This is an optimization exercise on Yosys and OpenROAD, whose aim is small area, a short achievable clock period and few clock cycles, not a production implementation. The RTL was checked by simulation tests, not by an equivalence proof against the original design.

== v6 ==
## fpu_double
module fpu_double( clk, rst, enable, rmode, fpu_op, opa, opb, out, ready, underflow,
overflow, inexact, exception, invalid);
input		clk;
input		rst;
input		enable;
input	[1:0]	rmode;
input	[2:0]	fpu_op;
input	[63:0]	opa, opb;
output	[63:0]	out;
output		ready;
output		underflow;
output		overflow;
output		inexact;
output		exception;
output		invalid;
reg [63:0] out;
reg ready, underflow, overflow, inexact, exception, invalid;
localparam [4:0]
  S_IDLE = 5'd0,
  S_A1   = 5'd1,  S_A1B = 5'd2,  S_A2  = 5'd3,  S_SN  = 5'd4,
  S_M    = 5'd5,  S_MC  = 5'd6,  S_MS0 = 5'd7,  S_MSR = 5'd8,  S_MSL = 5'd9,  S_MFIN = 5'd10,
  S_D    = 5'd11, S_D29 = 5'd12, S_D30 = 5'd13,
  S_DN   = 5'd14, S_DE1 = 5'd15, S_DE2 = 5'd16, S_DR1 = 5'd17, S_DR2 = 5'd18,
  S_DP   = 5'd19, S_DPS = 5'd20, S_DFIN = 5'd21,
  S_RND  = 5'd22, S_DE3 = 5'd23, S_DE4 = 5'd24;
localparam [2:0] C_ADD = 3'd0, C_SUB = 3'd1, C_MUL = 3'd2, C_DIV = 3'd3, C_FIN = 3'd4, C_FINR = 3'd5;
reg [4:0] st;
reg [4:0] st_nx;
reg [31:0] oh;    
reg en_d;
  ...
For scale: ~8,400 cells after synthesis, about 680 flip-flops, roughly 210 I/O pins, ~71,000 µm² of cells after synthesis.
export LEC_CHECK = 0
export CAP_MARGIN = 40
export CORE_MARGIN = 2
export CORE_UTILIZATION = 40
export PLACE_DENSITY = 0.45
export SETUP_SLACK_MARGIN = 4.2
export SLEW_MARGIN = 40
create_clock -name core_clock -period 7.5 [get_ports {clk}]
run.sh (not shown) runs the stock make flow with config.mk's settings and CLKGATE_MAP_FILE= SYNTH_SCRIPT=/design/flow/synth_recipe.tcl, a recipe that flattens the netlist after the stock synthesis.
Testbench counts of v6, summed over its fixed seeds: cycles 25,837.
What v7 does differently from v6 at the input level:
--- a/flow/design.v
+++ b/flow/design.v
@@ -147,19 +147,18 @@
 wire [57:0] w4s = {ws, 2'b00};
 wire [57:0] w4c = {wc, 2'b00};
 wire [57:0] ns = w4s ^ w4c ^ dT;
 wire [57:0] nc = {((w4s & w4c) | (w4s & dT) | (w4c & dT)), q_pos};
 reg  [3:0] qh;    
 wire [57:0] D2x = {2'b0, Dv, 3'b0}, D1x = {3'b0, Dv, 2'b0};
-reg  [53:46] shs, shc;
-wire [55:44] dTn = ({12{qh[3]}} & ~D2x[55:44]) | ({12{qh[2]}} & ~D1x[55:44])
-                 | ({12{qh[1]}} & D1x[55:44]) | ({12{qh[0]}} & D2x[55:44]);
-wire [55:44] w4sn = {shs[53:46], ws[45:42]}, w4cn = {shc[53:46], wc[45:42]};
-wire [55:45] nsn = w4sn[55:45] ^ w4cn[55:45] ^ dTn[55:45];
-wire [55:45] ncn = (w4sn[54:44] & w4cn[54:44]) | (w4sn[54:44] & dTn[54:44]) | (w4cn[54:44] & dTn[54:44]);
-wire [6:0] yhat = nsn[55:49] + ncn[55:49];
+wire [55:48] dTn = ({8{qh[3]}} & ~D2x[55:48]) | ({8{qh[2]}} & ~D1x[55:48])
+                 | ({8{qh[1]}} & D1x[55:48]) | ({8{qh[0]}} & D2x[55:48]);
+wire [55:48] w4sn = ws[53:46], w4cn = wc[53:46];
+wire [55:49] nsn = w4sn[55:49] ^ w4cn[55:49] ^ dTn[55:49];
+wire [55:49] ncn = (w4sn[54:48] & w4cn[54:48]) | (w4sn[54:48] & dTn[54:48]) | (w4cn[54:48] & dTn[54:48]);
+wire [6:0] yhat = nsn + ncn;
 wire [2:0] qd;
 fpu_srt_sel qs(.y(yhat), .d(Dv[51:49]), .q(qd));
 wire q1two = ((opb[51:49] == 3'd0) & opa[51]) | ((opb[51:49] == 3'd1) & opa[51] & opa[50])
            | ((opb[51:49] == 3'd2) & (&opa[51:49]));
 wire [2:0] qd1 = {1'b0, q1two, ~q1two};
 wire [1:0] qmag = q_two ? 2'd2 : q_one ? 2'd1 : 2'd0;
@@ -313,14 +312,12 @@
   | ({56{oh[S_DP]}} & {X[52:0], 3'b000})
   | ({56{q_shr}} & {R[3], Q[55:4], Q[2:0]})
   | ({56{q_shl}} & {Q[54:3], 1'b0, Q[2:0]})
   | ({56{q_hold}} & Q);
 always @(posedge clk) begin
   qr <= oh[S_IDLE] ? qd1 : qd;
-  shs <= oh[S_IDLE] ? Xcap[53:46] : nsn[53:46];
-  shc <= oh[S_IDLE] ? 8'd0 : ncn[53:46];
   qh <= oh[S_IDLE] ? {qd1[1], qd1[0], 2'b00} : {~qd[2] & qd[1], ~qd[2] & qd[0], qd[2] & qd[0], qd[2] & qd[1]};
   bdig <= oh[S_IDLE] ? bdig_cap : bdig_m;
   X <= X_nx;
   Y <= Y_nx;
   R <= R_nx;
   Q <= Q_nx2;
==> comparison <==
Against v6 as the reference, v7 delivers a lower total number of cells along the worst setup path.
Width of the die (v7 vs. v6) increases slightly
Sequential share of layout area: v7 vs v6, no meaningful difference
Summary of the comparison: synthesized cell area is higher in v7, relative to v6.
In summary, v7 completed successfully, with a layout that passed the timing, design-rule and antenna checks.
v7 vs. v6: final period utilization lower, global-route wire length before repair fell 1.4%, via count has decreased.
v6 fits on a die that is smaller than the die of v7.
Maximum frequency, v7 vs v6: up slightly
Final weighted congestion of routability-driven global placement ends up higher on v7.
Die height delta for v7 relative to v6: about 0.33% higher
Status: first-iteration detailed-routing DRC count parity (v6, v7)
Testbench counts of v7, summed over its fixed seeds: cycles 25,837.

## re-timing with driven ports
The results above use ideal ports. As a check the final layouts listed here were re-extracted and re-timed, cells and wires unchanged.
Step 1 sets driving cells, clkbuf_16 on the clock port and buf_2 on the other inputs (assumed; they add their load-dependent delay and slew).
Step 2 times the ports against the registers' clock, not the clock port: input delays grow and output delays shrink by t, the midpoint of the rising clock arrivals with the driver on.
Slacks: ideal / step 1 / step 2; pairs: ideal / step 1.
run	t (ns)	setup WS [ns]	worst setup path after step 2	slew at the worst register clock pin (ns)	worst data-port slew with drivers (ns)
v6	0.852	3.633 / 3.633 / 3.373	input to register	0.07 / 0.07	0.09
v7	0.871	3.691 / 3.691 / 3.335	input to register	0.08 / 0.08	0.08
After both steps every run listed still meets setup and hold. For v7, which loses most, drivers alone change the setup slack by 0.000 ns; drivers and shift together by -0.356 ns.
